From an optimization exercise on the open Yosys and OpenROAD flow, aimed at small area; shortcuts taken in it are not production practice.
Only simulation tests tie the RTL to the original design; equivalence was not proved.
Power figures rest on the tool's default switching activity, not on a simulated workload.

**config.mk**
```make
export PLATFORM = sky130hd
export DESIGN_NAME = matrix_alu_top
export DESIGN_NICKNAME = matrix_alu_top
export VERILOG_FILES = /design/flow/design.v
export SDC_FILE = /design/flow/constraint.sdc
export NUM_CORES = 4
export LEC_CHECK = 0
export CAP_MARGIN = 20
export CORE_MARGIN = 2
export CORE_UTILIZATION = 40
export GPL_TIMING_DRIVEN = 0
export SLEW_MARGIN = 20
```
**flow/fapol2.py**
```python
#!/usr/bin/env python3
"""Re-choose signal polarities in a mapped sky130hd netlist to need fewer
inverters and smaller gates.

A full adder is self-dual, fa(~a,~b,~c) = (~cout, ~sum), so each one may run
on inverted signals. Two-input AND-type gates absorb inversions on any pin
(and2/nand2/nor2/or2/nor2b/nand2b), xor gates absorb input inversions, and a
few gates have a complementary twin. Half adders are split into an xor and an
AND-type gate (same area as ha_1). Inverters are then placed only where a
signal is still needed in the other polarity. The choice is made by
simulated annealing on area.
usage: fapol2.py IN.v OUT.v"""
import re, sys, random, math

PFX = 'sky130_fd_sc_hd__'
OUTPINS = {'X', 'Y', 'Q', 'Q_N', 'SUM', 'COUT', 'HI', 'LO'}
AREA = {'inv_1': 3.7536, 'nand2_1': 3.7536, 'and2_1': 6.256, 'nor2_1': 3.7536,
        'or2_1': 6.256, 'xor2_1': 8.7584, 'xnor2_1': 8.7584, 'a21oi_1': 5.0048,
        'a21o_1': 7.5072, 'o21ai_0': 5.0048, 'o21a_1': 7.5072, 'a22oi_1': 7.5072,
        'a22o_1': 8.7584, 'nor2b_1': 6.256, 'or2b_1': 7.5072, 'nand2b_1': 6.256,
        'and2b_1': 7.5072, 'nand3_1': 5.0048, 'and3_1': 6.256, 'nor3_1': 5.0048,
        'or3_1': 6.256, 'o22ai_1': 6.256, 'o22a_1': 8.7584, 'xnor3_1': 22.5216,
        'xor3_1': 23.7728}
INV = AREA['inv_1']
TWINS = {}
for a, b in [('a21o_1', 'a21oi_1'), ('o21a_1', 'o21ai_0'), ('a22o_1', 'a22oi_1'),
             ('and3_1', 'nand3_1'), ('or3_1', 'nor3_1'), ('o22a_1', 'o22ai_1')]:
    TWINS[a] = b
    TWINS[b] = a
YOUT = {'nand2_1', 'nor2_1', 'xnor2_1', 'a21oi_1', 'o21ai_0', 'a22oi_1', 'nor2b_1',
        'nand2b_1', 'nand3_1', 'nor3_1', 'o22ai_1', 'inv_1'}
# AND-type gates: type -> (pin a, pin b, la, lb, lo, out pin):
# out = lo ^ ((a ^ la) & (b ^ lb))
ANDT = {'and2_1': ('A', 'B', 0, 0, 0), 'nand2_1': ('A', 'B', 0, 0, 1),
        'nor2_1': ('A', 'B', 1, 1, 0), 'or2_1': ('A', 'B', 1, 1, 1),
        'nor2b_1': ('A', 'B_N', 1, 0, 0), 'or2b_1': ('A', 'B_N', 1, 0, 1),
        'and2b_1': ('A_N', 'B', 1, 0, 0), 'nand2b_1': ('A_N', 'B', 1, 0, 1)}
# realisation of (la, lb, lo): (type, pin for a, pin for b)
REAL = {(0, 0, 0): ('and2_1', 'A', 'B'), (0, 0, 1): ('nand2_1', 'A', 'B'),
        (1, 1, 0): ('nor2_1', 'A', 'B'), (1, 1, 1): ('or2_1', 'A', 'B'),
        (1, 0, 0): ('nor2b_1', 'A', 'B_N'), (1, 0, 1): ('nand2b_1', 'A_N', 'B'),
        (0, 1, 0): ('nor2b_1', 'B_N', 'A'), (0, 1, 1): ('nand2b_1', 'B', 'A_N')}
XORT = {'xor2_1': 0, 'xnor2_1': 1, 'xor3_1': 0, 'xnor3_1': 1}

src = open(sys.argv[1]).read()
cell_re = re.compile(r'^  (' + PFX + r'\w+)\s+(\S+)\s*\((.*?)\n  \);\n', re.S | re.M)
pin_re = re.compile(r'\.(\w+)\(([^()]*)\)')

cells = []
spans = []
for m in cell_re.finditer(src):
    t, n, body = m.group(1)[len(PFX):], m.group(2), m.group(3)
    pins = [(p, v.strip()) for p, v in pin_re.findall(body)]
    spans.append(m.span())
    if t.startswith('ha_'):
        d = dict(pins)
        cells.append({'t': 'xor2_1', 'n': n + '_hx', 'pins': [('A', d['A']), ('B', d['B']), ('X', d.get('SUM', ''))]})
        cells.append({'t': 'and2_1', 'n': n + '_ha', 'pins': [('A', d['A']), ('B', d['B']), ('X', d.get('COUT', ''))]})
    else:
        cells.append({'t': t, 'n': n, 'pins': pins})

drv = {}
for i, c in enumerate(cells):
    for p, v in c['pins']:
        if v and p in OUTPINS:
            drv[v] = (i, p)

def is_inv(c):
    return c['t'].startswith('inv_') or c['t'].startswith('clkinv')

ports = set()
for m in re.finditer(r'^\s*(input|output)\s*(\[[^\]]*\])?\s*([^;]+);', src, re.M):
    for nm in m.group(3).split(','):
        ports.add(nm.strip())
def is_port_net(v):
    return v.split('[')[0].strip() in ports

def root(v):
    pol = 0
    while v in drv and is_inv(cells[drv[v][0]]):
        v = dict(cells[drv[v][0]]['pins'])['A']
        pol ^= 1
    return v, pol

def kind(c):
    t = c['t']
    if t.startswith('fa_'):
        return 'fa'
    if t in ANDT:
        return 'and'
    if t in XORT:
        return 'xor'
    if t in TWINS:
        return 'twin'
    return 'fixed'

K = [kind(c) for c in cells]
flippable = [i for i, c in enumerate(cells) if not is_inv(c) and K[i] != 'fixed'
             and any(p in OUTPINS and v for p, v in c['pins'])]
flipset = set(flippable)

# loads: base signal -> list of (cell, pin, pol)
loads = {}
inpins = {}   # cell -> list of (pin, base, pol)
keep_inv = set()
for i, c in enumerate(cells):
    if is_inv(c):
        if is_port_net(dict(c['pins'])['Y']):
            keep_inv.add(i)
            s, pol = root(dict(c['pins'])['Y'])
            loads.setdefault(s, []).append((i, 'PORT', pol))
        continue
    inpins[i] = []
    for p, v in c['pins']:
        if not v or p in OUTPINS:
            continue
        s, pol = root(v)
        loads.setdefault(s, []).append((i, p, pol))
        inpins[i].append((p, s, pol))

f = [0] * len(cells)

def provided(s):
    if s in drv:
        i = drv[s][0]
        if i in flipset:
            return f[i]
    return 0

def sig_cost(s):
    prov = provided(s)
    for i, p, pol in loads.get(s, []):
        if p == 'PORT':
            w = pol
        elif K[i] in ('and', 'xor'):
            continue
        elif K[i] == 'fa':
            w = pol ^ f[i]
        else:
            w = pol
        if w != prov:
            return INV
    return 0.0

def and_flags(i):
    c = cells[i]
    pa, pb, la, lb, lo = ANDT[c['t']]
    d = {p: (s, pol) for p, s, pol in inpins[i]}
    sa, pola = d[pa]
    sb, polb = d[pb]
    return (la ^ pola ^ provided(sa), lb ^ polb ^ provided(sb), lo ^ f[i])

def cell_area(i):
    k = K[i]
    t = cells[i]['t']
    if k == 'and':
        return AREA[REAL[and_flags(i)][0]]
    if k == 'twin':
        return AREA[TWINS[t]] if f[i] else AREA[t]
    return 0.0

# neighbourhoods
outsig = {i: [v for p, v in cells[i]['pins'] if p in OUTPINS and v] for i in range(len(cells))}
aff_sigs, aff_cells = {}, {}
for i in flippable:
    ss = set(outsig[i])
    if K[i] == 'fa':
        ss |= {s for p, s, pol in inpins[i]}
    aff_sigs[i] = list(ss)
    cs = {i}
    for s in outsig[i]:
        for j, p, pol in loads.get(s, []):
            if p != 'PORT' and K[j] == 'and':
                cs.add(j)
    aff_cells[i] = list(cs)

def local(i):
    return sum(sig_cost(s) for s in aff_sigs[i]) + sum(cell_area(j) for j in aff_cells[i])

def delta(i):
    b = local(i)
    f[i] ^= 1
    a = local(i)
    f[i] ^= 1
    return a - b

allsig = set(loads)
def total():
    return sum(sig_cost(s) for s in allsig) + sum(cell_area(i) for i in range(len(cells)))

start = total()
rnd = random.Random(1)
cur = start
best, bestf = start, f[:]
steps = 400000
for k in range(steps):
    T = 4.0 * (1 - k / steps) + 0.01
    i = flippable[rnd.randrange(len(flippable))]
    d = delta(i)
    if d <= 0 or rnd.random() < math.exp(-d / T):
        f[i] ^= 1
        cur += d
        if cur < best - 1e-9:
            best, bestf = cur, f[:]
f = bestf
print(f'fapol2: cost {start:.1f} -> {total():.1f}, flipped {sum(f)} of {len(flippable)}', file=sys.stderr)

# ---- rewrite ----
def esc(v):
    v = v.strip()
    return v + ' ' if v.startswith('\\') else v

newinv = {}
def inv_net(s):
    if s not in newinv:
        base = s[1:] if s.startswith('\\') else s
        newinv[s] = '\\' + base + '_fpinv'
    return newinv[s]

def net_for(s, want):
    return s if want == provided(s) else inv_net(s)

body = []
def emit(t, n, pins):
    body.append(f'  {PFX}{t} {n} (\n' + ',\n'.join(f'    .{p}({esc(v)})' for p, v in pins) + '\n  );\n')

for i, c in enumerate(cells):
    t = c['t']
    if is_inv(c):
        if i in keep_inv:
            d = dict(c['pins'])
            s, pol = root(d['A'])
            emit(t, c['n'], [('A', net_for(s, pol)), ('Y', d['Y'])])
        continue
    k = K[i]
    if k == 'and':
        la, lb, lo = and_flags(i)
        nt, qa, qb = REAL[(la, lb, lo)]
        pa, pb = ANDT[t][0], ANDT[t][1]
        d = {p: s for p, s, pol in inpins[i]}
        out = outsig[i][0] if outsig[i] else ''
        emit(nt, c['n'], [(qa, d[pa]), (qb, d[pb]), ('Y' if nt in YOUT else 'X', out)])
        continue
    if k == 'xor':
        par = XORT[t] ^ f[i]
        for p, s, pol in inpins[i]:
            par ^= pol ^ provided(s)
        three = t.startswith('x') and t[-3] == '3' or '3_' in t
        nt = ('xnor3_1' if par else 'xor3_1') if '3' in t.split('_')[0] else ('xnor2_1' if par else 'xor2_1')
        pins = []
        for p, v in c['pins']:
            if p in OUTPINS:
                pins.append(('Y' if nt in YOUT else 'X', v))
            else:
                pins.append((p, root(v)[0]))
        emit(nt, c['n'], pins)
        continue
    nt = TWINS[t] if (k == 'twin' and f[i]) else t
    pins = []
    for p, v in c['pins']:
        if p in OUTPINS or not v:
            if k == 'twin' and f[i] and p in ('X', 'Y'):
                p = 'Y' if nt in YOUT else 'X'
            pins.append((p, v))
            continue
        s, pol = root(v)
        w = pol ^ (f[i] if k == 'fa' else 0)
        pins.append((p, net_for(s, w)))
    emit(nt, c['n'], pins)

for k_, (s, nm) in enumerate(sorted(newinv.items())):
    emit('inv_1', f'fpinv_{k_}', [('A', s), ('Y', nm)])

wires = ''.join(f'  wire {esc(nm)};\n' for s, nm in sorted(newinv.items()))
head = src[:spans[0][0]]
tail = src[spans[-1][1]:]
open(sys.argv[2], 'w').write(head + wires + ''.join(body) + tail)
```
**design.v**
```verilog
module matrix_calc_s1(
    input  wire        op,
    input  wire [31:0] A, B,
    output wire [39:0] S
);
    wire [7:0] a11 = A[31:24], a12 = A[23:16], a21 = A[15:8], a22 = A[7:0];
    wire [7:0] b11 = B[31:24], b12 = B[23:16], b21 = B[15:8], b22 = B[7:0];
    wire [7:0] g11 = {b11[7:1] & {7{~op}}, b11[0] | op};
    wire [7:0] g22 = {b22[7:1] & {7{~op}}, b22[0] | op};
    wire [7:0] g21 = b21 & {8{~op}};
    wire [7:0] g12 = b12 & {8{~op}};
    wire p1 = a11[0] & g11[0];
    wire p2 = a11[0] & g11[1];
    wire p3 = a11[0] & g11[2];
    wire p4 = a11[0] & g11[3];
    wire p5 = a11[0] & g11[4];
    wire p6 = a11[0] & g11[5];
    wire p7 = a11[0] & g11[6];
    wire p8 = a11[0] & g11[7];
    wire p9 = a11[1] & g11[0];
    wire p10 = a11[1] & g11[1];
    wire p11 = a11[1] & g11[2];
    wire p12 = a11[1] & g11[3];
    wire p13 = a11[1] & g11[4];
    wire p14 = a11[1] & g11[5];
    wire p15 = a11[1] & g11[6];
    wire p16 = a11[2] & g11[0];
    wire p17 = a11[2] & g11[1];
    wire p18 = a11[2] & g11[2];
    wire p19 = a11[2] & g11[3];
    wire p20 = a11[2] & g11[4];
    wire p21 = a11[2] & g11[5];
    wire p22 = a11[3] & g11[0];
    wire p23 = a11[3] & g11[1];
    wire p24 = a11[3] & g11[2];
    wire p25 = a11[3] & g11[3];
    wire p26 = a11[3] & g11[4];
    wire p27 = a11[4] & g11[0];
    wire p28 = a11[4] & g11[1];
    wire p29 = a11[4] & g11[2];
    wire p30 = a11[4] & g11[3];
    wire p31 = a11[5] & g11[0];
    wire p32 = a11[5] & g11[1];
    wire p33 = a11[5] & g11[2];
    wire p34 = a11[6] & g11[0];
    wire p35 = a11[6] & g11[1];
    wire p36 = a11[7] & g11[0];
    wire p37 = (a12[0] & g21[0]) | (op & b11[0]);
    wire p38 = a12[0] & g21[1];
    wire p39 = a12[0] & g21[2];
    wire p40 = a12[0] & g21[3];
    wire p41 = a12[0] & g21[4];
    wire p42 = a12[0] & g21[5];
    wire p43 = a12[0] & g21[6];
    wire p44 = a12[0] & g21[7];
    wire p45 = (a12[1] & g21[0]) | (op & b11[1]);
    wire p46 = a12[1] & g21[1];
    wire p47 = a12[1] & g21[2];
    wire p48 = a12[1] & g21[3];
    wire p49 = a12[1] & g21[4];
    wire p50 = a12[1] & g21[5];
    wire p51 = a12[1] & g21[6];
    wire p52 = (a12[2] & g21[0]) | (op & b11[2]);
    wire p53 = a12[2] & g21[1];
    wire p54 = a12[2] & g21[2];
    wire p55 = a12[2] & g21[3];
    wire p56 = a12[2] & g21[4];
    wire p57 = a12[2] & g21[5];
    wire p58 = (a12[3] & g21[0]) | (op & b11[3]);
    wire p59 = a12[3] & g21[1];
    wire p60 = a12[3] & g21[2];
    wire p61 = a12[3] & g21[3];
    wire p62 = a12[3] & g21[4];
    wire p63 = (a12[4] & g21[0]) | (op & b11[4]);
    wire p64 = a12[4] & g21[1];
    wire p65 = a12[4] & g21[2];
    wire p66 = a12[4] & g21[3];
    wire p67 = (a12[5] & g21[0]) | (op & b11[5]);
    wire p68 = a12[5] & g21[1];
    wire p69 = a12[5] & g21[2];
    wire p70 = (a12[6] & g21[0]) | (op & b11[6]);
    wire p71 = a12[6] & g21[1];
    wire p72 = (a12[7] & g21[0]) | (op & b11[7]);
    wire s73 = p1 ^ p37;
    wire c74 = p1 & p37;
    wire s75 = p2 ^ p38 ^ p45;
    wire c76 = (p2 & p38) | (p2 & p45) | (p38 & p45);
    wire s77 = p9 ^ c74 ^ s75;
    wire c78 = (p9 & c74) | (p9 & s75) | (c74 & s75);
    wire s79 = p10 ^ p16 ^ p3;
    wire c80 = (p10 & p16) | (p10 & p3) | (p16 & p3);
    wire s81 = p39 ^ p46 ^ p52;
    wire c82 = (p39 & p46) | (p39 & p52) | (p46 & p52);
    wire s83 = c76 ^ s79 ^ s81;
    wire c84 = (c76 & s79) | (c76 & s81) | (s79 & s81);
    wire s85 = c78 ^ s83;
    wire c86 = c78 & s83;
    wire s87 = p11 ^ p17 ^ p22;
    wire c88 = (p11 & p17) | (p11 & p22) | (p17 & p22);
    wire s89 = p4 ^ p40 ^ p47;
    wire c90 = (p4 & p40) | (p4 & p47) | (p40 & p47);
    wire s91 = p53 ^ p58 ^ c80;
    wire c92 = (p53 & p58) | (p53 & c80) | (p58 & c80);
    wire s93 = c82 ^ s87 ^ s89;
    wire c94 = (c82 & s87) | (c82 & s89) | (s87 & s89);
    wire s95 = c84 ^ s91 ^ s93;
    wire c96 = (c84 & s91) | (c84 & s93) | (s91 & s93);
    wire s97 = c86 ^ s95;
    wire c98 = c86 & s95;
    wire s99 = p12 ^ p18 ^ p23;
    wire c100 = (p12 & p18) | (p12 & p23) | (p18 & p23);
    wire s101 = p27 ^ p41 ^ p48;
    wire c102 = (p27 & p41) | (p27 & p48) | (p41 & p48);
    wire s103 = p5 ^ p54 ^ p59;
    wire c104 = (p5 & p54) | (p5 & p59) | (p54 & p59);
    wire s105 = p63 ^ c88 ^ c90;
    wire c106 = (p63 & c88) | (p63 & c90) | (c88 & c90);
    wire s107 = s101 ^ s103 ^ s99;
    wire c108 = (s101 & s103) | (s101 & s99) | (s103 & s99);
    wire s109 = c92 ^ c94 ^ s105;
    wire c110 = (c92 & c94) | (c92 & s105) | (c94 & s105);
    wire s111 = s107 ^ c96 ^ s109;
    wire c112 = (s107 & c96) | (s107 & s109) | (c96 & s109);
    wire s113 = c98 ^ s111;
    wire c114 = c98 & s111;
    wire s115 = p13 ^ p19 ^ p24;
    wire c116 = (p13 & p19) | (p13 & p24) | (p19 & p24);
    wire s117 = p28 ^ p31 ^ p42;
    wire c118 = (p28 & p31) | (p28 & p42) | (p31 & p42);
    wire s119 = p49 ^ p55 ^ p6;
    wire c120 = (p49 & p55) | (p49 & p6) | (p55 & p6);
    wire s121 = p60 ^ p64 ^ p67;
    wire c122 = (p60 & p64) | (p60 & p67) | (p64 & p67);
    wire s123 = c100 ^ c102 ^ c104;
    wire c124 = (c100 & c102) | (c100 & c104) | (c102 & c104);
    wire s125 = s115 ^ s117 ^ s119;
    wire c126 = (s115 & s117) | (s115 & s119) | (s117 & s119);
    wire s127 = s121 ^ c106 ^ c108;
    wire c128 = (s121 & c106) | (s121 & c108) | (c106 & c108);
    wire s129 = s123 ^ s125 ^ c110;
    wire c130 = (s123 & s125) | (s123 & c110) | (s125 & c110);
    wire s131 = s127 ^ c112 ^ s129;
    wire c132 = (s127 & c112) | (s127 & s129) | (c112 & s129);
    wire s133 = c114 ^ s131;
    wire c134 = c114 & s131;
    wire s135 = p14 ^ p20 ^ p25;
    wire c136 = (p14 & p20) | (p14 & p25) | (p20 & p25);
    wire s137 = p29 ^ p32 ^ p34;
    wire c138 = (p29 & p32) | (p29 & p34) | (p32 & p34);
    wire s139 = p43 ^ p50 ^ p56;
    wire c140 = (p43 & p50) | (p43 & p56) | (p50 & p56);
    wire s141 = p61 ^ p65 ^ p68;
    wire c142 = (p61 & p65) | (p61 & p68) | (p65 & p68);
    wire s143 = p7 ^ p70 ^ c116;
    wire c144 = (p7 & p70) | (p7 & c116) | (p70 & c116);
    wire s145 = c118 ^ c120 ^ c122;
    wire c146 = (c118 & c120) | (c118 & c122) | (c120 & c122);
    wire s147 = s135 ^ s137 ^ s139;
    wire c148 = (s135 & s137) | (s135 & s139) | (s137 & s139);
    wire s149 = s141 ^ c124 ^ c126;
    wire c150 = (s141 & c124) | (s141 & c126) | (c124 & c126);
    wire s151 = s143 ^ s145 ^ s147;
    wire c152 = (s143 & s145) | (s143 & s147) | (s145 & s147);
    wire s153 = c128 ^ s149 ^ s151;
    wire c154 = (c128 & s149) | (c128 & s151) | (s149 & s151);
    wire s155 = c130 ^ s153 ^ c132;
    wire c156 = (c130 & s153) | (c130 & c132) | (s153 & c132);
    wire x159 = p15 ^ p21;
    wire x160 = p26 ^ p30;
    wire x161 = p33 ^ p35;
    wire x162 = p36 ^ p44;
    wire x163 = p51 ^ p57;
    wire x164 = p62 ^ p66;
    wire x165 = p69 ^ p71;
    wire x166 = p72 ^ p8;
    wire x167 = x159 ^ x160;
    wire x168 = x161 ^ x162;
    wire x169 = x163 ^ x164;
    wire x170 = x165 ^ x166;
    wire x171 = x167 ^ x168;
    wire x172 = x169 ^ x170;
    wire x173 = c136 ^ c138;
    wire x174 = c140 ^ c142;
    wire x175 = x171 ^ x172;
    wire x176 = x173 ^ x174;
    wire x177 = x175 ^ x176;
    wire x178 = c144 ^ c146;
    wire x179 = c148 ^ x177;
    wire x180 = x178 ^ x179;
    wire x181 = c150 ^ c152;
    wire x182 = x180 ^ x181;
    wire x183 = x182 ^ c154;
    wire p186 = a12[0] & g22[0];
    wire p187 = a12[0] & g22[1];
    wire p188 = a12[0] & g22[2];
    wire p189 = a12[0] & g22[3];
    wire p190 = a12[0] & g22[4];
    wire p191 = a12[0] & g22[5];
    wire p192 = a12[0] & g22[6];
    wire p193 = a12[0] & g22[7];
    wire p194 = a12[1] & g22[0];
    wire p195 = a12[1] & g22[1];
    wire p196 = a12[1] & g22[2];
    wire p197 = a12[1] & g22[3];
    wire p198 = a12[1] & g22[4];
    wire p199 = a12[1] & g22[5];
    wire p200 = a12[1] & g22[6];
    wire p201 = a12[2] & g22[0];
    wire p202 = a12[2] & g22[1];
    wire p203 = a12[2] & g22[2];
    wire p204 = a12[2] & g22[3];
    wire p205 = a12[2] & g22[4];
    wire p206 = a12[2] & g22[5];
    wire p207 = a12[3] & g22[0];
    wire p208 = a12[3] & g22[1];
    wire p209 = a12[3] & g22[2];
    wire p210 = a12[3] & g22[3];
    wire p211 = a12[3] & g22[4];
    wire p212 = a12[4] & g22[0];
    wire p213 = a12[4] & g22[1];
    wire p214 = a12[4] & g22[2];
    wire p215 = a12[4] & g22[3];
    wire p216 = a12[5] & g22[0];
    wire p217 = a12[5] & g22[1];
    wire p218 = a12[5] & g22[2];
    wire p219 = a12[6] & g22[0];
    wire p220 = a12[6] & g22[1];
    wire p221 = a12[7] & g22[0];
    wire p222 = (a11[0] & g12[0]) | (op & b12[0]);
    wire p223 = a11[0] & g12[1];
    wire p224 = a11[0] & g12[2];
    wire p225 = a11[0] & g12[3];
    wire p226 = a11[0] & g12[4];
    wire p227 = a11[0] & g12[5];
    wire p228 = a11[0] & g12[6];
    wire p229 = a11[0] & g12[7];
    wire p230 = (a11[1] & g12[0]) | (op & b12[1]);
    wire p231 = a11[1] & g12[1];
    wire p232 = a11[1] & g12[2];
    wire p233 = a11[1] & g12[3];
    wire p234 = a11[1] & g12[4];
    wire p235 = a11[1] & g12[5];
    wire p236 = a11[1] & g12[6];
    wire p237 = (a11[2] & g12[0]) | (op & b12[2]);
    wire p238 = a11[2] & g12[1];
    wire p239 = a11[2] & g12[2];
    wire p240 = a11[2] & g12[3];
    wire p241 = a11[2] & g12[4];
    wire p242 = a11[2] & g12[5];
    wire p243 = (a11[3] & g12[0]) | (op & b12[3]);
    wire p244 = a11[3] & g12[1];
    wire p245 = a11[3] & g12[2];
    wire p246 = a11[3] & g12[3];
    wire p247 = a11[3] & g12[4];
    wire p248 = (a11[4] & g12[0]) | (op & b12[4]);
    wire p249 = a11[4] & g12[1];
    wire p250 = a11[4] & g12[2];
    wire p251 = a11[4] & g12[3];
    wire p252 = (a11[5] & g12[0]) | (op & b12[5]);
    wire p253 = a11[5] & g12[1];
    wire p254 = a11[5] & g12[2];
    wire p255 = (a11[6] & g12[0]) | (op & b12[6]);
    wire p256 = a11[6] & g12[1];
    wire p257 = (a11[7] & g12[0]) | (op & b12[7]);
    wire s258 = p186 ^ p222;
    wire c259 = p186 & p222;
    wire s260 = p187 ^ p194 ^ p223;
    wire c261 = (p187 & p194) | (p187 & p223) | (p194 & p223);
    wire s262 = p230 ^ c259 ^ s260;
    wire c263 = (p230 & c259) | (p230 & s260) | (c259 & s260);
    wire s264 = p188 ^ p195 ^ p201;
    wire c265 = (p188 & p195) | (p188 & p201) | (p195 & p201);
    wire s266 = p224 ^ p231 ^ p237;
    wire c267 = (p224 & p231) | (p224 & p237) | (p231 & p237);
    wire s268 = c261 ^ s264 ^ s266;
    wire c269 = (c261 & s264) | (c261 & s266) | (s264 & s266);
    wire s270 = c263 ^ s268;
    wire c271 = c263 & s268;
    wire s272 = p189 ^ p196 ^ p202;
    wire c273 = (p189 & p196) | (p189 & p202) | (p196 & p202);
    wire s274 = p207 ^ p225 ^ p232;
    wire c275 = (p207 & p225) | (p207 & p232) | (p225 & p232);
    wire s276 = p238 ^ p243 ^ c265;
    wire c277 = (p238 & p243) | (p238 & c265) | (p243 & c265);
    wire s278 = c267 ^ s272 ^ s274;
    wire c279 = (c267 & s272) | (c267 & s274) | (s272 & s274);
    wire s280 = c269 ^ s276 ^ s278;
    wire c281 = (c269 & s276) | (c269 & s278) | (s276 & s278);
    wire s282 = c271 ^ s280;
    wire c283 = c271 & s280;
    wire s284 = p190 ^ p197 ^ p203;
    wire c285 = (p190 & p197) | (p190 & p203) | (p197 & p203);
    wire s286 = p208 ^ p212 ^ p226;
    wire c287 = (p208 & p212) | (p208 & p226) | (p212 & p226);
    wire s288 = p233 ^ p239 ^ p244;
    wire c289 = (p233 & p239) | (p233 & p244) | (p239 & p244);
    wire s290 = p248 ^ c273 ^ c275;
    wire c291 = (p248 & c273) | (p248 & c275) | (c273 & c275);
    wire s292 = s284 ^ s286 ^ s288;
    wire c293 = (s284 & s286) | (s284 & s288) | (s286 & s288);
    wire s294 = c277 ^ c279 ^ s290;
    wire c295 = (c277 & c279) | (c277 & s290) | (c279 & s290);
    wire s296 = s292 ^ c281 ^ s294;
    wire c297 = (s292 & c281) | (s292 & s294) | (c281 & s294);
    wire s298 = c283 ^ s296;
    wire c299 = c283 & s296;
    wire s300 = p191 ^ p198 ^ p204;
    wire c301 = (p191 & p198) | (p191 & p204) | (p198 & p204);
    wire s302 = p209 ^ p213 ^ p216;
    wire c303 = (p209 & p213) | (p209 & p216) | (p213 & p216);
    wire s304 = p227 ^ p234 ^ p240;
    wire c305 = (p227 & p234) | (p227 & p240) | (p234 & p240);
    wire s306 = p245 ^ p249 ^ p252;
    wire c307 = (p245 & p249) | (p245 & p252) | (p249 & p252);
    wire s308 = c285 ^ c287 ^ c289;
    wire c309 = (c285 & c287) | (c285 & c289) | (c287 & c289);
    wire s310 = s300 ^ s302 ^ s304;
    wire c311 = (s300 & s302) | (s300 & s304) | (s302 & s304);
    wire s312 = s306 ^ c291 ^ c293;
    wire c313 = (s306 & c291) | (s306 & c293) | (c291 & c293);
    wire s314 = s308 ^ s310 ^ c295;
    wire c315 = (s308 & s310) | (s308 & c295) | (s310 & c295);
    wire s316 = s312 ^ c297 ^ s314;
    wire c317 = (s312 & c297) | (s312 & s314) | (c297 & s314);
    wire s318 = c299 ^ s316;
    wire c319 = c299 & s316;
    wire s320 = p192 ^ p199 ^ p205;
    wire c321 = (p192 & p199) | (p192 & p205) | (p199 & p205);
    wire s322 = p210 ^ p214 ^ p217;
    wire c323 = (p210 & p214) | (p210 & p217) | (p214 & p217);
    wire s324 = p219 ^ p228 ^ p235;
    wire c325 = (p219 & p228) | (p219 & p235) | (p228 & p235);
    wire s326 = p241 ^ p246 ^ p250;
    wire c327 = (p241 & p246) | (p241 & p250) | (p246 & p250);
    wire s328 = p253 ^ p255 ^ c301;
    wire c329 = (p253 & p255) | (p253 & c301) | (p255 & c301);
    wire s330 = c303 ^ c305 ^ c307;
    wire c331 = (c303 & c305) | (c303 & c307) | (c305 & c307);
    wire s332 = s320 ^ s322 ^ s324;
    wire c333 = (s320 & s322) | (s320 & s324) | (s322 & s324);
    wire s334 = s326 ^ c309 ^ c311;
    wire c335 = (s326 & c309) | (s326 & c311) | (c309 & c311);
    wire s336 = s328 ^ s330 ^ s332;
    wire c337 = (s328 & s330) | (s328 & s332) | (s330 & s332);
    wire s338 = c313 ^ s334 ^ s336;
    wire c339 = (c313 & s334) | (c313 & s336) | (s334 & s336);
    wire s340 = c315 ^ s338 ^ c317;
    wire c341 = (c315 & s338) | (c315 & c317) | (s338 & c317);
    wire x344 = p193 ^ p200;
    wire x345 = p206 ^ p211;
    wire x346 = p215 ^ p218;
    wire x347 = p220 ^ p221;
    wire x348 = p229 ^ p236;
    wire x349 = p242 ^ p247;
    wire x350 = p251 ^ p254;
    wire x351 = p256 ^ p257;
    wire x352 = x344 ^ x345;
    wire x353 = x346 ^ x347;
    wire x354 = x348 ^ x349;
    wire x355 = x350 ^ x351;
    wire x356 = x352 ^ x353;
    wire x357 = x354 ^ x355;
    wire x358 = c321 ^ c323;
    wire x359 = c325 ^ c327;
    wire x360 = x356 ^ x357;
    wire x361 = x358 ^ x359;
    wire x362 = x360 ^ x361;
    wire x363 = c329 ^ c331;
    wire x364 = c333 ^ x362;
    wire x365 = x363 ^ x364;
    wire x366 = c335 ^ c337;
    wire x367 = x365 ^ x366;
    wire x368 = x367 ^ c339;
    wire p371 = a21[0] & g11[0];
    wire p372 = a21[0] & g11[1];
    wire p373 = a21[0] & g11[2];
    wire p374 = a21[0] & g11[3];
    wire p375 = a21[0] & g11[4];
    wire p376 = a21[0] & g11[5];
    wire p377 = a21[0] & g11[6];
    wire p378 = a21[0] & g11[7];
    wire p379 = a21[1] & g11[0];
    wire p380 = a21[1] & g11[1];
    wire p381 = a21[1] & g11[2];
    wire p382 = a21[1] & g11[3];
    wire p383 = a21[1] & g11[4];
    wire p384 = a21[1] & g11[5];
    wire p385 = a21[1] & g11[6];
    wire p386 = a21[2] & g11[0];
    wire p387 = a21[2] & g11[1];
    wire p388 = a21[2] & g11[2];
    wire p389 = a21[2] & g11[3];
    wire p390 = a21[2] & g11[4];
    wire p391 = a21[2] & g11[5];
    wire p392 = a21[3] & g11[0];
    wire p393 = a21[3] & g11[1];
    wire p394 = a21[3] & g11[2];
    wire p395 = a21[3] & g11[3];
    wire p396 = a21[3] & g11[4];
    wire p397 = a21[4] & g11[0];
    wire p398 = a21[4] & g11[1];
    wire p399 = a21[4] & g11[2];
    wire p400 = a21[4] & g11[3];
    wire p401 = a21[5] & g11[0];
    wire p402 = a21[5] & g11[1];
    wire p403 = a21[5] & g11[2];
    wire p404 = a21[6] & g11[0];
    wire p405 = a21[6] & g11[1];
    wire p406 = a21[7] & g11[0];
    wire p407 = (a22[0] & g21[0]) | (op & b21[0]);
    wire p408 = a22[0] & g21[1];
    wire p409 = a22[0] & g21[2];
    wire p410 = a22[0] & g21[3];
    wire p411 = a22[0] & g21[4];
    wire p412 = a22[0] & g21[5];
    wire p413 = a22[0] & g21[6];
    wire p414 = a22[0] & g21[7];
    wire p415 = (a22[1] & g21[0]) | (op & b21[1]);
    wire p416 = a22[1] & g21[1];
    wire p417 = a22[1] & g21[2];
    wire p418 = a22[1] & g21[3];
    wire p419 = a22[1] & g21[4];
    wire p420 = a22[1] & g21[5];
    wire p421 = a22[1] & g21[6];
    wire p422 = (a22[2] & g21[0]) | (op & b21[2]);
    wire p423 = a22[2] & g21[1];
    wire p424 = a22[2] & g21[2];
    wire p425 = a22[2] & g21[3];
    wire p426 = a22[2] & g21[4];
    wire p427 = a22[2] & g21[5];
    wire p428 = (a22[3] & g21[0]) | (op & b21[3]);
    wire p429 = a22[3] & g21[1];
    wire p430 = a22[3] & g21[2];
    wire p431 = a22[3] & g21[3];
    wire p432 = a22[3] & g21[4];
    wire p433 = (a22[4] & g21[0]) | (op & b21[4]);
    wire p434 = a22[4] & g21[1];
    wire p435 = a22[4] & g21[2];
    wire p436 = a22[4] & g21[3];
    wire p437 = (a22[5] & g21[0]) | (op & b21[5]);
    wire p438 = a22[5] & g21[1];
    wire p439 = a22[5] & g21[2];
    wire p440 = (a22[6] & g21[0]) | (op & b21[6]);
    wire p441 = a22[6] & g21[1];
    wire p442 = (a22[7] & g21[0]) | (op & b21[7]);
    wire s443 = p371 ^ p407;
    wire c444 = p371 & p407;
    wire s445 = p372 ^ p379 ^ p408;
    wire c446 = (p372 & p379) | (p372 & p408) | (p379 & p408);
    wire s447 = p415 ^ c444 ^ s445;
    wire c448 = (p415 & c444) | (p415 & s445) | (c444 & s445);
    wire s449 = p373 ^ p380 ^ p386;
    wire c450 = (p373 & p380) | (p373 & p386) | (p380 & p386);
    wire s451 = p409 ^ p416 ^ p422;
    wire c452 = (p409 & p416) | (p409 & p422) | (p416 & p422);
    wire s453 = c446 ^ s449 ^ s451;
    wire c454 = (c446 & s449) | (c446 & s451) | (s449 & s451);
    wire s455 = c448 ^ s453;
    wire c456 = c448 & s453;
    wire s457 = p374 ^ p381 ^ p387;
    wire c458 = (p374 & p381) | (p374 & p387) | (p381 & p387);
    wire s459 = p392 ^ p410 ^ p417;
    wire c460 = (p392 & p410) | (p392 & p417) | (p410 & p417);
    wire s461 = p423 ^ p428 ^ c450;
    wire c462 = (p423 & p428) | (p423 & c450) | (p428 & c450);
    wire s463 = c452 ^ s457 ^ s459;
    wire c464 = (c452 & s457) | (c452 & s459) | (s457 & s459);
    wire s465 = c454 ^ s461 ^ s463;
    wire c466 = (c454 & s461) | (c454 & s463) | (s461 & s463);
    wire s467 = c456 ^ s465;
    wire c468 = c456 & s465;
    wire s469 = p375 ^ p382 ^ p388;
    wire c470 = (p375 & p382) | (p375 & p388) | (p382 & p388);
    wire s471 = p393 ^ p397 ^ p411;
    wire c472 = (p393 & p397) | (p393 & p411) | (p397 & p411);
    wire s473 = p418 ^ p424 ^ p429;
    wire c474 = (p418 & p424) | (p418 & p429) | (p424 & p429);
    wire s475 = p433 ^ c458 ^ c460;
    wire c476 = (p433 & c458) | (p433 & c460) | (c458 & c460);
    wire s477 = s469 ^ s471 ^ s473;
    wire c478 = (s469 & s471) | (s469 & s473) | (s471 & s473);
    wire s479 = c462 ^ c464 ^ s475;
    wire c480 = (c462 & c464) | (c462 & s475) | (c464 & s475);
    wire s481 = s477 ^ c466 ^ s479;
    wire c482 = (s477 & c466) | (s477 & s479) | (c466 & s479);
    wire s483 = c468 ^ s481;
    wire c484 = c468 & s481;
    wire s485 = p376 ^ p383 ^ p389;
    wire c486 = (p376 & p383) | (p376 & p389) | (p383 & p389);
    wire s487 = p394 ^ p398 ^ p401;
    wire c488 = (p394 & p398) | (p394 & p401) | (p398 & p401);
    wire s489 = p412 ^ p419 ^ p425;
    wire c490 = (p412 & p419) | (p412 & p425) | (p419 & p425);
    wire s491 = p430 ^ p434 ^ p437;
    wire c492 = (p430 & p434) | (p430 & p437) | (p434 & p437);
    wire s493 = c470 ^ c472 ^ c474;
    wire c494 = (c470 & c472) | (c470 & c474) | (c472 & c474);
    wire s495 = s485 ^ s487 ^ s489;
    wire c496 = (s485 & s487) | (s485 & s489) | (s487 & s489);
    wire s497 = s491 ^ c476 ^ c478;
    wire c498 = (s491 & c476) | (s491 & c478) | (c476 & c478);
    wire s499 = s493 ^ s495 ^ c480;
    wire c500 = (s493 & s495) | (s493 & c480) | (s495 & c480);
    wire s501 = s497 ^ c482 ^ s499;
    wire c502 = (s497 & c482) | (s497 & s499) | (c482 & s499);
    wire s503 = c484 ^ s501;
    wire c504 = c484 & s501;
    wire s505 = p377 ^ p384 ^ p390;
    wire c506 = (p377 & p384) | (p377 & p390) | (p384 & p390);
    wire s507 = p395 ^ p399 ^ p402;
    wire c508 = (p395 & p399) | (p395 & p402) | (p399 & p402);
    wire s509 = p404 ^ p413 ^ p420;
    wire c510 = (p404 & p413) | (p404 & p420) | (p413 & p420);
    wire s511 = p426 ^ p431 ^ p435;
    wire c512 = (p426 & p431) | (p426 & p435) | (p431 & p435);
    wire s513 = p438 ^ p440 ^ c486;
    wire c514 = (p438 & p440) | (p438 & c486) | (p440 & c486);
    wire s515 = c488 ^ c490 ^ c492;
    wire c516 = (c488 & c490) | (c488 & c492) | (c490 & c492);
    wire s517 = s505 ^ s507 ^ s509;
    wire c518 = (s505 & s507) | (s505 & s509) | (s507 & s509);
    wire s519 = s511 ^ c494 ^ c496;
    wire c520 = (s511 & c494) | (s511 & c496) | (c494 & c496);
    wire s521 = s513 ^ s515 ^ s517;
    wire c522 = (s513 & s515) | (s513 & s517) | (s515 & s517);
    wire s523 = c498 ^ s519 ^ s521;
    wire c524 = (c498 & s519) | (c498 & s521) | (s519 & s521);
    wire s525 = c500 ^ s523 ^ c502;
    wire c526 = (c500 & s523) | (c500 & c502) | (s523 & c502);
    wire x529 = p378 ^ p385;
    wire x530 = p391 ^ p396;
    wire x531 = p400 ^ p403;
    wire x532 = p405 ^ p406;
    wire x533 = p414 ^ p421;
    wire x534 = p427 ^ p432;
    wire x535 = p436 ^ p439;
    wire x536 = p441 ^ p442;
    wire x537 = x529 ^ x530;
    wire x538 = x531 ^ x532;
    wire x539 = x533 ^ x534;
    wire x540 = x535 ^ x536;
    wire x541 = x537 ^ x538;
    wire x542 = x539 ^ x540;
    wire x543 = c506 ^ c508;
    wire x544 = c510 ^ c512;
    wire x545 = x541 ^ x542;
    wire x546 = x543 ^ x544;
    wire x547 = x545 ^ x546;
    wire x548 = c514 ^ c516;
    wire x549 = c518 ^ x547;
    wire x550 = x548 ^ x549;
    wire x551 = c520 ^ c522;
    wire x552 = x550 ^ x551;
    wire x553 = x552 ^ c524;
    wire p556 = a22[0] & g22[0];
    wire p557 = a22[0] & g22[1];
    wire p558 = a22[0] & g22[2];
    wire p559 = a22[0] & g22[3];
    wire p560 = a22[0] & g22[4];
    wire p561 = a22[0] & g22[5];
    wire p562 = a22[0] & g22[6];
    wire p563 = a22[0] & g22[7];
    wire p564 = a22[1] & g22[0];
    wire p565 = a22[1] & g22[1];
    wire p566 = a22[1] & g22[2];
    wire p567 = a22[1] & g22[3];
    wire p568 = a22[1] & g22[4];
    wire p569 = a22[1] & g22[5];
    wire p570 = a22[1] & g22[6];
    wire p571 = a22[2] & g22[0];
    wire p572 = a22[2] & g22[1];
    wire p573 = a22[2] & g22[2];
    wire p574 = a22[2] & g22[3];
    wire p575 = a22[2] & g22[4];
    wire p576 = a22[2] & g22[5];
    wire p577 = a22[3] & g22[0];
    wire p578 = a22[3] & g22[1];
    wire p579 = a22[3] & g22[2];
    wire p580 = a22[3] & g22[3];
    wire p581 = a22[3] & g22[4];
    wire p582 = a22[4] & g22[0];
    wire p583 = a22[4] & g22[1];
    wire p584 = a22[4] & g22[2];
    wire p585 = a22[4] & g22[3];
    wire p586 = a22[5] & g22[0];
    wire p587 = a22[5] & g22[1];
    wire p588 = a22[5] & g22[2];
    wire p589 = a22[6] & g22[0];
    wire p590 = a22[6] & g22[1];
    wire p591 = a22[7] & g22[0];
    wire p592 = (a21[0] & g12[0]) | (op & b22[0]);
    wire p593 = a21[0] & g12[1];
    wire p594 = a21[0] & g12[2];
    wire p595 = a21[0] & g12[3];
    wire p596 = a21[0] & g12[4];
    wire p597 = a21[0] & g12[5];
    wire p598 = a21[0] & g12[6];
    wire p599 = a21[0] & g12[7];
    wire p600 = (a21[1] & g12[0]) | (op & b22[1]);
    wire p601 = a21[1] & g12[1];
    wire p602 = a21[1] & g12[2];
    wire p603 = a21[1] & g12[3];
    wire p604 = a21[1] & g12[4];
    wire p605 = a21[1] & g12[5];
    wire p606 = a21[1] & g12[6];
    wire p607 = (a21[2] & g12[0]) | (op & b22[2]);
    wire p608 = a21[2] & g12[1];
    wire p609 = a21[2] & g12[2];
    wire p610 = a21[2] & g12[3];
    wire p611 = a21[2] & g12[4];
    wire p612 = a21[2] & g12[5];
    wire p613 = (a21[3] & g12[0]) | (op & b22[3]);
    wire p614 = a21[3] & g12[1];
    wire p615 = a21[3] & g12[2];
    wire p616 = a21[3] & g12[3];
    wire p617 = a21[3] & g12[4];
    wire p618 = (a21[4] & g12[0]) | (op & b22[4]);
    wire p619 = a21[4] & g12[1];
    wire p620 = a21[4] & g12[2];
    wire p621 = a21[4] & g12[3];
    wire p622 = (a21[5] & g12[0]) | (op & b22[5]);
    wire p623 = a21[5] & g12[1];
    wire p624 = a21[5] & g12[2];
    wire p625 = (a21[6] & g12[0]) | (op & b22[6]);
    wire p626 = a21[6] & g12[1];
    wire p627 = (a21[7] & g12[0]) | (op & b22[7]);
    wire s628 = p556 ^ p592;
    wire c629 = p556 & p592;
    wire s630 = p557 ^ p564 ^ p593;
    wire c631 = (p557 & p564) | (p557 & p593) | (p564 & p593);
    wire s632 = p600 ^ c629 ^ s630;
    wire c633 = (p600 & c629) | (p600 & s630) | (c629 & s630);
    wire s634 = p558 ^ p565 ^ p571;
    wire c635 = (p558 & p565) | (p558 & p571) | (p565 & p571);
    wire s636 = p594 ^ p601 ^ p607;
    wire c637 = (p594 & p601) | (p594 & p607) | (p601 & p607);
    wire s638 = c631 ^ s634 ^ s636;
    wire c639 = (c631 & s634) | (c631 & s636) | (s634 & s636);
    wire s640 = c633 ^ s638;
    wire c641 = c633 & s638;
    wire s642 = p559 ^ p566 ^ p572;
    wire c643 = (p559 & p566) | (p559 & p572) | (p566 & p572);
    wire s644 = p577 ^ p595 ^ p602;
    wire c645 = (p577 & p595) | (p577 & p602) | (p595 & p602);
    wire s646 = p608 ^ p613 ^ c635;
    wire c647 = (p608 & p613) | (p608 & c635) | (p613 & c635);
    wire s648 = c637 ^ s642 ^ s644;
    wire c649 = (c637 & s642) | (c637 & s644) | (s642 & s644);
    wire s650 = c639 ^ s646 ^ s648;
    wire c651 = (c639 & s646) | (c639 & s648) | (s646 & s648);
    wire s652 = c641 ^ s650;
    wire c653 = c641 & s650;
    wire s654 = p560 ^ p567 ^ p573;
    wire c655 = (p560 & p567) | (p560 & p573) | (p567 & p573);
    wire s656 = p578 ^ p582 ^ p596;
    wire c657 = (p578 & p582) | (p578 & p596) | (p582 & p596);
    wire s658 = p603 ^ p609 ^ p614;
    wire c659 = (p603 & p609) | (p603 & p614) | (p609 & p614);
    wire s660 = p618 ^ c643 ^ c645;
    wire c661 = (p618 & c643) | (p618 & c645) | (c643 & c645);
    wire s662 = s654 ^ s656 ^ s658;
    wire c663 = (s654 & s656) | (s654 & s658) | (s656 & s658);
    wire s664 = c647 ^ c649 ^ s660;
    wire c665 = (c647 & c649) | (c647 & s660) | (c649 & s660);
    wire s666 = s662 ^ c651 ^ s664;
    wire c667 = (s662 & c651) | (s662 & s664) | (c651 & s664);
    wire s668 = c653 ^ s666;
    wire c669 = c653 & s666;
    wire s670 = p561 ^ p568 ^ p574;
    wire c671 = (p561 & p568) | (p561 & p574) | (p568 & p574);
    wire s672 = p579 ^ p583 ^ p586;
    wire c673 = (p579 & p583) | (p579 & p586) | (p583 & p586);
    wire s674 = p597 ^ p604 ^ p610;
    wire c675 = (p597 & p604) | (p597 & p610) | (p604 & p610);
    wire s676 = p615 ^ p619 ^ p622;
    wire c677 = (p615 & p619) | (p615 & p622) | (p619 & p622);
    wire s678 = c655 ^ c657 ^ c659;
    wire c679 = (c655 & c657) | (c655 & c659) | (c657 & c659);
    wire s680 = s670 ^ s672 ^ s674;
    wire c681 = (s670 & s672) | (s670 & s674) | (s672 & s674);
    wire s682 = s676 ^ c661 ^ c663;
    wire c683 = (s676 & c661) | (s676 & c663) | (c661 & c663);
    wire s684 = s678 ^ s680 ^ c665;
    wire c685 = (s678 & s680) | (s678 & c665) | (s680 & c665);
    wire s686 = s682 ^ c667 ^ s684;
    wire c687 = (s682 & c667) | (s682 & s684) | (c667 & s684);
    wire s688 = c669 ^ s686;
    wire c689 = c669 & s686;
    wire s690 = p562 ^ p569 ^ p575;
    wire c691 = (p562 & p569) | (p562 & p575) | (p569 & p575);
    wire s692 = p580 ^ p584 ^ p587;
    wire c693 = (p580 & p584) | (p580 & p587) | (p584 & p587);
    wire s694 = p589 ^ p598 ^ p605;
    wire c695 = (p589 & p598) | (p589 & p605) | (p598 & p605);
    wire s696 = p611 ^ p616 ^ p620;
    wire c697 = (p611 & p616) | (p611 & p620) | (p616 & p620);
    wire s698 = p623 ^ p625 ^ c671;
    wire c699 = (p623 & p625) | (p623 & c671) | (p625 & c671);
    wire s700 = c673 ^ c675 ^ c677;
    wire c701 = (c673 & c675) | (c673 & c677) | (c675 & c677);
    wire s702 = s690 ^ s692 ^ s694;
    wire c703 = (s690 & s692) | (s690 & s694) | (s692 & s694);
    wire s704 = s696 ^ c679 ^ c681;
    wire c705 = (s696 & c679) | (s696 & c681) | (c679 & c681);
    wire s706 = s698 ^ s700 ^ s702;
    wire c707 = (s698 & s700) | (s698 & s702) | (s700 & s702);
    wire s708 = c683 ^ s704 ^ s706;
    wire c709 = (c683 & s704) | (c683 & s706) | (s704 & s706);
    wire s710 = c685 ^ s708 ^ c687;
    wire c711 = (c685 & s708) | (c685 & c687) | (s708 & c687);
    wire x714 = p563 ^ p570;
    wire x715 = p576 ^ p581;
    wire x716 = p585 ^ p588;
    wire x717 = p590 ^ p591;
    wire x718 = p599 ^ p606;
    wire x719 = p612 ^ p617;
    wire x720 = p621 ^ p624;
    wire x721 = p626 ^ p627;
    wire x722 = x714 ^ x715;
    wire x723 = x716 ^ x717;
    wire x724 = x718 ^ x719;
    wire x725 = x720 ^ x721;
    wire x726 = x722 ^ x723;
    wire x727 = x724 ^ x725;
    wire x728 = c691 ^ c693;
    wire x729 = c695 ^ c697;
    wire x730 = x726 ^ x727;
    wire x731 = x728 ^ x729;
    wire x732 = x730 ^ x731;
    wire x733 = c699 ^ c701;
    wire x734 = c703 ^ x732;
    wire x735 = x733 ^ x734;
    wire x736 = c705 ^ c707;
    wire x737 = x735 ^ x736;
    wire x738 = x737 ^ c709;
    assign S = {c711, x738, s710, c689, c526, x553, s525, c504, c341, x368, s340, c319, c156, x183, s155, c134, s628, s632, s640, s652, s668, s688, s443, s447, s455, s467, s483, s503, s258, s262, s270, s282, s298, s318, s73, s77, s85, s97, s113, s133};
endmodule
module matrix_calc_s2(
    input  wire [39:0] S,
    output wire [31:0] C
);
    wire s133, s113, s97, s85, s77, s73, s318, s298, s282, s270, s262, s258, s503, s483, s467, s455, s447, s443, s688, s668, s652, s640, s632, s628, c134, s155, x183, c156, c319, s340, x368, c341, c504, s525, x553, c526, c689, s710, x738, c711;
    assign {c711, x738, s710, c689, c526, x553, s525, c504, c341, x368, s340, c319, c156, x183, s155, c134, s628, s632, s640, s652, s668, s688, s443, s447, s455, s467, s483, s503, s258, s262, s270, s282, s298, s318, s73, s77, s85, s97, s113, s133} = S;
    wire s157 = c134 ^ s155;
    wire c158 = c134 & s155;
    wire x184 = x183 ^ c156;
    wire x185 = x184 ^ c158;
    wire s342 = c319 ^ s340;
    wire c343 = c319 & s340;
    wire x369 = x368 ^ c341;
    wire x370 = x369 ^ c343;
    wire s527 = c504 ^ s525;
    wire c528 = c504 & s525;
    wire x554 = x553 ^ c526;
    wire x555 = x554 ^ c528;
    wire s712 = c689 ^ s710;
    wire c713 = c689 & s710;
    wire x739 = x738 ^ c711;
    wire x740 = x739 ^ c713;
    assign C = {x185, s157, s133, s113, s97, s85, s77, s73, x370, s342, s318, s298, s282, s270, s262, s258, x555, s527, s503, s483, s467, s455, s447, s443, x740, s712, s688, s668, s652, s640, s632, s628};
endmodule
module matrix_alu_top (
    input  wire        clk,
    input  wire        op,
    input  wire [31:0] A,
    input  wire [31:0] B,
    output reg  [31:0] C
);
wire [39:0] s_w;
reg  [39:0] s_r;
wire [31:0] c_w;
always @(posedge clk) begin
    s_r <= s_w;
    C   <= c_w;
end
matrix_calc_s1 st1 (.op(op), .A(A), .B(B), .S(s_w));
matrix_calc_s2 st2 (.S(s_r), .C(c_w));
endmodule
```
**standard.sh**
```bash
#!/bin/bash
# synth_recipe.tcl (not shown) runs the flow's synth.tcl, then flattens the netlist and writes it again
# the make line also repeats each setting of config.mk as NAME=value (left out here)
make -C /OpenROAD-flow-scripts/flow DESIGN_CONFIG=/design/flow/config.mk WORK_HOME=/design/flow/orfs CLKGATE_MAP_FILE= SYNTH_SCRIPT=/design/flow/synth_recipe.tcl "${@:-finish}"
```
**constraint.sdc**
```tcl
create_clock -name core_clock -period 5.2 [get_ports {clk}]
set_input_delay 1.0400 -clock core_clock [delete_from_list [all_inputs] [get_ports {clk}]]
set_output_delay 1.0400 -clock core_clock [all_outputs]
set_load 0.01 [all_outputs]
```
**flow/run.sh**
```bash
#!/bin/bash
# Standard synthesis, then re-choose full-adder / gate output polarities to
# drop inverters (flow/fapol2.py), then the standard layout with the
# smallest buffer on the ports.
set -euo pipefail
NET=orfs/results/sky130hd/matrix_alu_top/base/1_2_yosys.v
bash standard.sh synth > synth.log 2>&1
cp $NET synth_orig.v
python3 flow/fapol2.py synth_orig.v $NET > fapol.log 2>&1
touch $NET
bash standard.sh synth > synth_odb.log 2>&1
export BUFFER_PORTS_ARGS="-buffer_cell sky130_fd_sc_hd__buf_1"
export CTS_ARGS="-sink_clustering_enable -repair_clock_nets -dont_use_dummy_load -sink_clustering_size 24 -sink_clustering_max_diameter 80 -buf_list {sky130_fd_sc_hd__clkbuf_8}"
bash standard.sh finish > finish.log 2>&1
```
==> results of run 1 <==
## flip-flops by register name (all words and copies together), names as in the netlist
signal / count
C: 32
s_r: 40
## metrics by stage
step	total power [W]	util
finish	0.002653	0.4531
global route	0.002907	0.4531
CTS	0.002678	0.4479
detailed placement	0.002324	0.4385
global placement	0.002295	0.4385
floorplan	0.001954	-
## final timing paths
check | endpoint | cells after the start | from
setup / recovery | s_r[30] | 14 | A[17]
hold / removal | C[29] | 0 | s_r[0]
setup reg to reg | C[23] | 3 | s_r[28]
hold reg to reg | C[29] | 0 | s_r[0]
## what timing repair did
item / CTS / global route
gates resized for setup: 21 / 32
setup endpoints to repair: 13 / 5
pin swaps: 0 / 7
buffers inserted: 0 / 3
## metal layers
layer / wire length, µm / GRT usage
met1: 8641 / 0.3095
met2: 9873 / 0.3572
met3: 2066 / 0.03397
met4: 708 / 0.09737
met5: 0 / 0
## area by class of cell
| type | instances | area (µm²) |
|---|---|---|
| buffer | 39 | 235.2 |
| clock buffer | 9 | 123.9 |
| fill | 1831 | 10160 |
| inverter | 22 | 82.58 |
| multi-input combinational | 670 | 5879 |
| sequential | 72 | 1441 |
| tap | 234 | 292.8 |
| timing repair buffer | 90 | 362.8 |
## worst max-delay path: stages
cell and delay (ns):
buf_1 0.18, clkbuf_1 0.50, nor2b_2 0.32, nand2_1 0.10, fa_1 0.51, fa_1 0.57, fa_1 0.44, fa_2 0.35
xnor2_1 0.14, xor2_1 0.17, xnor2_1 0.29, xor2_1 0.21, xnor2_1 0.15, xor2_1 0.25
## report_power, final
group	internal [W]	switching, W
logic	0.000651	0.000796
clock network	0.000154	0.000186
registers	0.000807	0.0000580
total	0.00161	0.00104
==> metrics.md, run 1 <==
| Metric | Value |
|---|---|
| First-pass GRT wire length | `33540 µm` |
| Initial Util | `0.4051` |
| Post-Route Skew | `0.01064 ns` |
| Clk slew on worst S/H paths | `0.08 ns` |
| Slew @ Worst Pin | `0.6276 ns` |
| Final worst slack | `0.2485 ns` |
| Max-slew headroom | `0.5816` |
| Worst Setup End Kind | `flop` |
| Final setup TNS | `0 ns` |
| Largest net degree at the start of global routing | `11` |
| Placement Setup Slack | `-0.9251 ns` |
| Final hold vios | `0` |
| Initial drt markers | `614` |
| Max Cap Viol | `0` |
| Syn_area_per_cell | `9.351 µm²` |
| Pwr dens | `315.2 nW/µm²` |
| Fin Hold WS | `0.3170 ns` |
| Worst vdd ir | `0.1009 mV` |
| H-Tree Depth | `3` |
| Leak | `2.856 nW` |
| Antenna cells | `0` |
| Most common cell after layout, fill and taps aside | `nand2_1` |
| Post-Syn Area | `7527 µm²` |
| Crit Path Class | `input pin to flop` |
| Syn_nets | `1019` |
| Worst skew pair latency | `0.37 ns` |
| DR WL/cell | `18.74 µm` |
| Port bufs | `87` |
| Total Routed Length | `21290 µm` |
| Worst-path fanout max | `10` |
| Final min period | `4.952 ns` |
| Max Buffers Root-to-Sink | `2` |
| Worst Path Arrival | `5.22 ns` |
| Hold/Removal Path Class | `flop to flop` |
| Root Driver | `clkbuf_8` |
| Detailed placer's ending HPWL | `17220 µm` |
| Layout area overhead | `11.84%` |
| RD Place Congestion | `0.8920` |
| Antenna viol nets, final | `0` |
| Vias in the first global route | `6185` |
| Inserted Clock Buffers | `9` |
| Initial antenna violation count | `0` |
| Max-slew violation total from the final report | `0` |
| Avg Vias per Cell | `5.246` |
| Final setup viols | `0` |
| CTS sink cnt | `72` |
| DP Area | `8147 µm²` |
| Worst Setup Start Kind | `input pin` |
| Fin crit share | `0.9522` |
| Layout Cells excl Fill | `1136` |
| Status | `no timing/DRC/antenna violations` |
| Post-route cell area | `8418 µm²` |
| Placed cells | `1126` |
| CTS tree | `built` |
| Gate Count Post-Synth | `805` |
| Cts hold-fix bufs | `0` |
| Die width | `141.2 µm` |
| Most frequent cells in the layout | `nand2_1, fa_1, buf_1, dfxtp_1, xor2_1` |
| Ys Warns | `1` |
| Drt pass-1 iters | `7` |
| DRC errors left | `0` |
| Nets | `1118` |
| Via count | `5960` |
| RSZ-0062 raised after global routing | `false` |
| Die height | `141.2 µm` |
| Flop2flop setup slack | `4.37 ns` |
| Total GRT Usage | `0.2255` |
| Max Fclk | `202.0 MHz` |
| Share of layout cells above drive strength 1 | `0.06874` |
| CP Data Required Time | `5.47 ns` |
| Ports | `98` |
| Total core area | `18580 µm²` |
| Die Area | `19930 µm²` |
| # rows | `50` |
| Total grt overflow | `0` |
==> run 2, diff against run 1 <==
--- a/config.mk
+++ b/config.mk
@@ -7,6 +7,6 @@
 export LEC_CHECK = 0
 export CAP_MARGIN = 20
 export CORE_MARGIN = 2
-export CORE_UTILIZATION = 40
+export CORE_UTILIZATION = 60
 export GPL_TIMING_DRIVEN = 0
 export SLEW_MARGIN = 20
==> metrics.md, run 2 <==
| Metric | Value |
|---|---|
| Status | `no timing/DRC/antenna violations (unchanged)` |
| Detailed placer's ending HPWL | `16620 µm (was 17220 µm)` |
| Post-Syn Area | `7527 µm² (unchanged)` |
| Hold/Removal Path Class | `flop to flop (unchanged)` |
| Layout area overhead | `9.857% (was 11.84%)` |
| Worst-path fanout max | `10 (unchanged)` |
| Vias in the first global route | `6491 (was 6185)` |
| CP Data Required Time | `5.48 ns (was 5.47 ns)` |
| Fin crit share | `0.9624 (was 0.9522)` |
| CTS tree | `built (unchanged)` |
| Max-slew headroom | `0.5478 (was 0.5816)` |
| Port bufs | `87 (unchanged)` |
| Max reg flops | `40 (unchanged)` |
| Final hold vios | `0 (unchanged)` |
| Layout Cells excl Fill | `1069 (was 1136)` |
| Largest net degree at the start of global routing | `12 (was 11)` |
| Crit Path Class | `input pin to flop (unchanged)` |
| Met2 wire len | `10050 µm (was 9873 µm)` |
| Most frequent cells in the layout | `nand2_1, fa_1, buf_1, xor2_1, dfxtp_1 (was nand2_1, fa_1, buf_1, dfxtp_1, xor2_1)` |
| Post-route cell area | `8269 µm² (was 8418 µm²)` |
| Drt pass-1 iters | `8 (was 7)` |
| Ports | `98 (unchanged)` |
| WL met3 | `2171 µm (was 2066 µm)` |
| Ys Warns | `1 (unchanged)` |
| Max-slew violation total from the final report | `0 (unchanged)` |
| Largest regs | `s_r x40, C x32 (unchanged)` |
| Cell Chain, Critical Path | `buf_1 > clkbuf_1 > nor2b_2 > nand2_1 > fa_1 > fa_1 > fa_1 > fa_1 > xnor2_1 > xor2_1 > xnor2_1 > xor2_1 > xnor2_1 > xor2_1 (was buf_1 > clkbuf_1 > nor2b_2 > nand2_1 > fa_1 > fa_1 > fa_1 > fa_2 > xnor2_1 > xor2_1 > xnor2_1 > xor2_1 > xnor2_1 > xor2_1)` |
| Worst skew pair latency | `0.37 ns (about the same)` |
| Slew @ Worst Pin | `0.6782 ns (was 0.6276 ns)` |
| Total core area | `12110 µm² (was 18580 µm²)` |
| CP startpoint | `A[17] (unchanged)` |
| Die Area | `13460 µm² (was 19930 µm²)` |
| Worst Setup End Kind | `flop (unchanged)` |
| Most common cell after layout, fill and taps aside | `nand2_1 (unchanged)` |
| DR WL/cell | `19.37 µm (was 18.74 µm)` |
| # rows | `40 (was 50)` |
| Inserted Clock Buffers | `9 (unchanged)` |
| Total Routed Length | `20710 µm (was 21290 µm)` |
| Total grt overflow | `0 (unchanged)` |
| DRC errors left | `0 (unchanged)` |
| Reg2reg start | `s_r[33] (was s_r[28])` |
| Die width | `116.0 µm (was 141.2 µm)` |
| Clk pwr share | `0.127 (was 0.128)` |
| Power Internal | `0.001603 W (was 0.001612 W)` |
| Placed cells | `1060 (was 1126)` |
| Register area | `1441 µm² (unchanged)` |
| Pwr dens | `319.2 nW/µm² (was 315.2 nW/µm²)` |
| Gate Count Post-Synth | `805 (unchanged)` |
| # fillers | `1012 (was 1831)` |
| Post-Route Skew | `0.01924 ns (was 0.01064 ns)` |
| Final min period | `5.004 ns (was 4.952 ns)` |
| Initial drt markers | `563 (was 614)` |
| First-pass GRT wire length | `33420 µm (was 33540 µm)` |
| Syn_area_per_cell | `9.351 µm² (unchanged)` |
| Sequential Power Share | `0.330 (was 0.326)` |
| Fin Hold WS | `0.3098 ns (was 0.3170 ns)` |
| Share of layout cells above drive strength 1 | `0.06104 (was 0.06874)` |
| Initial antenna violation count | `0 (unchanged)` |
| Sw frac | `0.3928 (was 0.3923)` |
| Via count | `6010 (was 5960)` |
| Design Power | `0.002640 W (was 0.002653 W)` |
| Clk slew on worst S/H paths | `0.07 ns (was 0.08 ns)` |
| Syn_nets | `1019 (unchanged)` |
| H-Tree Depth | `3 (unchanged)` |
| Cts hold-fix bufs | `0 (unchanged)` |
| Worst vdd ir | `0.2983 mV (was 0.1009 mV)` |
| Worst Setup Start Kind | `input pin (unchanged)` |
| Antenna viol nets, final | `0 (unchanged)` |
| DP Area | `8064 µm² (was 8147 µm²)` |
| Final setup viols | `0 (unchanged)` |
| Root Driver | `clkbuf_8 (unchanged)` |
| Most flops, register | `s_r (unchanged)` |
| Combinational power share | `0.543 (was 0.545)` |
| Antenna cells | `0 (unchanged)` |
| Area of the multi-input gates | `5854 µm² (was 5879 µm²)` |
| RSZ-0062 raised after global routing | `false (unchanged)` |
| Leak | `2.823 nW (was 2.856 nW)` |
| Max Cap Viol | `0 (unchanged)` |
| Top layer in use | `met4 (unchanged)` |
| Final setup TNS | `0 ns (unchanged)` |
| Max Buffers Root-to-Sink | `2 (unchanged)` |
| CP peak stage delay | `0.58 ns (was 0.57 ns)` |
| Initial Util | `0.6215 (was 0.4051)` |
| Die height | `116.0 µm (was 141.2 µm)` |
| Max Fclk | `199.8 MHz (was 202.0 MHz)` |
| Nets | `1117 (was 1118)` |
| Worst Path Arrival | `5.28 ns (was 5.22 ns)` |
| Start point of the worst hold path | `s_r[16] (was s_r[0])` |
| Avg Vias per Cell | `5.622 (was 5.246)` |
| RD Place Congestion | `0.9403 (was 0.8920)` |
| CP dominant cell by count | `fa_1` |
| CTS sink cnt | `72 (unchanged)` |
| Flop2flop setup slack | `4.38 ns (was 4.37 ns)` |
| Crit path max-delay cell type | `fa_1 (unchanged)` |
| Total GRT Usage | `0.3388 (was 0.2255)` |
| Met1 Wirelength | `7859 µm (was 8641 µm)` |
| Psw | `0.001037 W (was 0.001041 W)` |
[run 2: critical path, delay by kind of cell]
kind	cells	cell delay (ns)
xor gates and xnor gates	6	1.20
adders and majority gates	4	1.95
buffers and inverters	2	0.62
and+or+nand+nor	2	0.47
[run 2: cell type report]
| class | count | area share |
|---|---|---|
| Tap cell | 168 | 0.02542 |
| Buffer | 39 | 0.02587 |
| Clock buffer | 9 | 0.01498 |
| Multi-Input combinational cell | 670 | 0.7080 |
| Timing Repair Buffer | 89 | 0.04146 |
| Inverter | 22 | 0.009986 |
| Sequential cell | 72 | 0.1743 |
[run 2: stage by stage]
step           utilization  setup slack [ns]
6_report            0.6827            0.1956
5_1_grt             0.6827           0.03824
3_3_place_gp        0.6658           -0.7852
2_1_floorplan            -            0.2029
3_5_place_dp        0.6658           -0.8369
4_1_cts             0.6794         0.0009188
[run 2: power groups by stage]
| stage | logic (W) | clock network, W | registers, W |
|---|---|---|---|
| floorplan | 0.00102 | 0 | 0.000936 |
| global placement | 0.00140 | 0 | 0.000876 |
| detailed placement | 0.00143 | 0 | 0.000889 |
| CTS | 0.00145 | 0.000343 | 0.000876 |
| global route | 0.00162 | 0.000367 | 0.000896 |
| finish | 0.00143 | 0.000336 | 0.000871 |
[run 2: worst paths after layout]
kind,endpoint,cells after the start
setup / recovery,s_r[30],14
hold / removal,C[9],0
setup reg to reg,C[15],3
hold reg to reg,C[9],0
[run 2: layer usage]
layer  vias up  track usage
met1      2986       0.4404
met3        59      0.08787
met5         -            0
li1       2620            -
met4         0       0.1230
met2       345       0.5532
[run 2: repair_timing]
item	in CTS	in global routing
pin swaps	0	2
gates resized for setup	18	18
setup buffers	0	2
setup endpoints to repair	10	4

what the ideal ports hide:
The results above use ideal ports. As a check the final layouts listed here were re-extracted and re-timed, cells and wires unchanged. Step 1: set_driving_cell puts a clkbuf_16 on clk and a buf_2 on each other input, an assumption about the parent block. Step 2 adds t to the input delays and takes it off the output delays; t is the mean of the earliest and latest rising clock arrival at the registers after step 1. Input paths then give back, and output paths get back, about the clock's delay inside the block. a / b / c = no drivers / after step 1 / after step 2; a / b = the first two.
| run | t, ns | setup WS [ns] | worst register clock-pin slew, ns | cell pins on the clock port's net |
|---|---|---|---|---|
| run 1 | 0.402 | 0.248 / 0.257 / -0.145 | 0.08 / 0.08 | 1 |
| run 2 | 0.397 | 0.196 / 0.197 / -0.200 | 0.07 / 0.07 | 1 |
With both steps, setup timing fails in run 1 and run 2, where it was met with ideal ports. For run 2, which loses most, drivers alone change the setup slack by +0.001 ns; drivers and shift together by -0.396 ns.
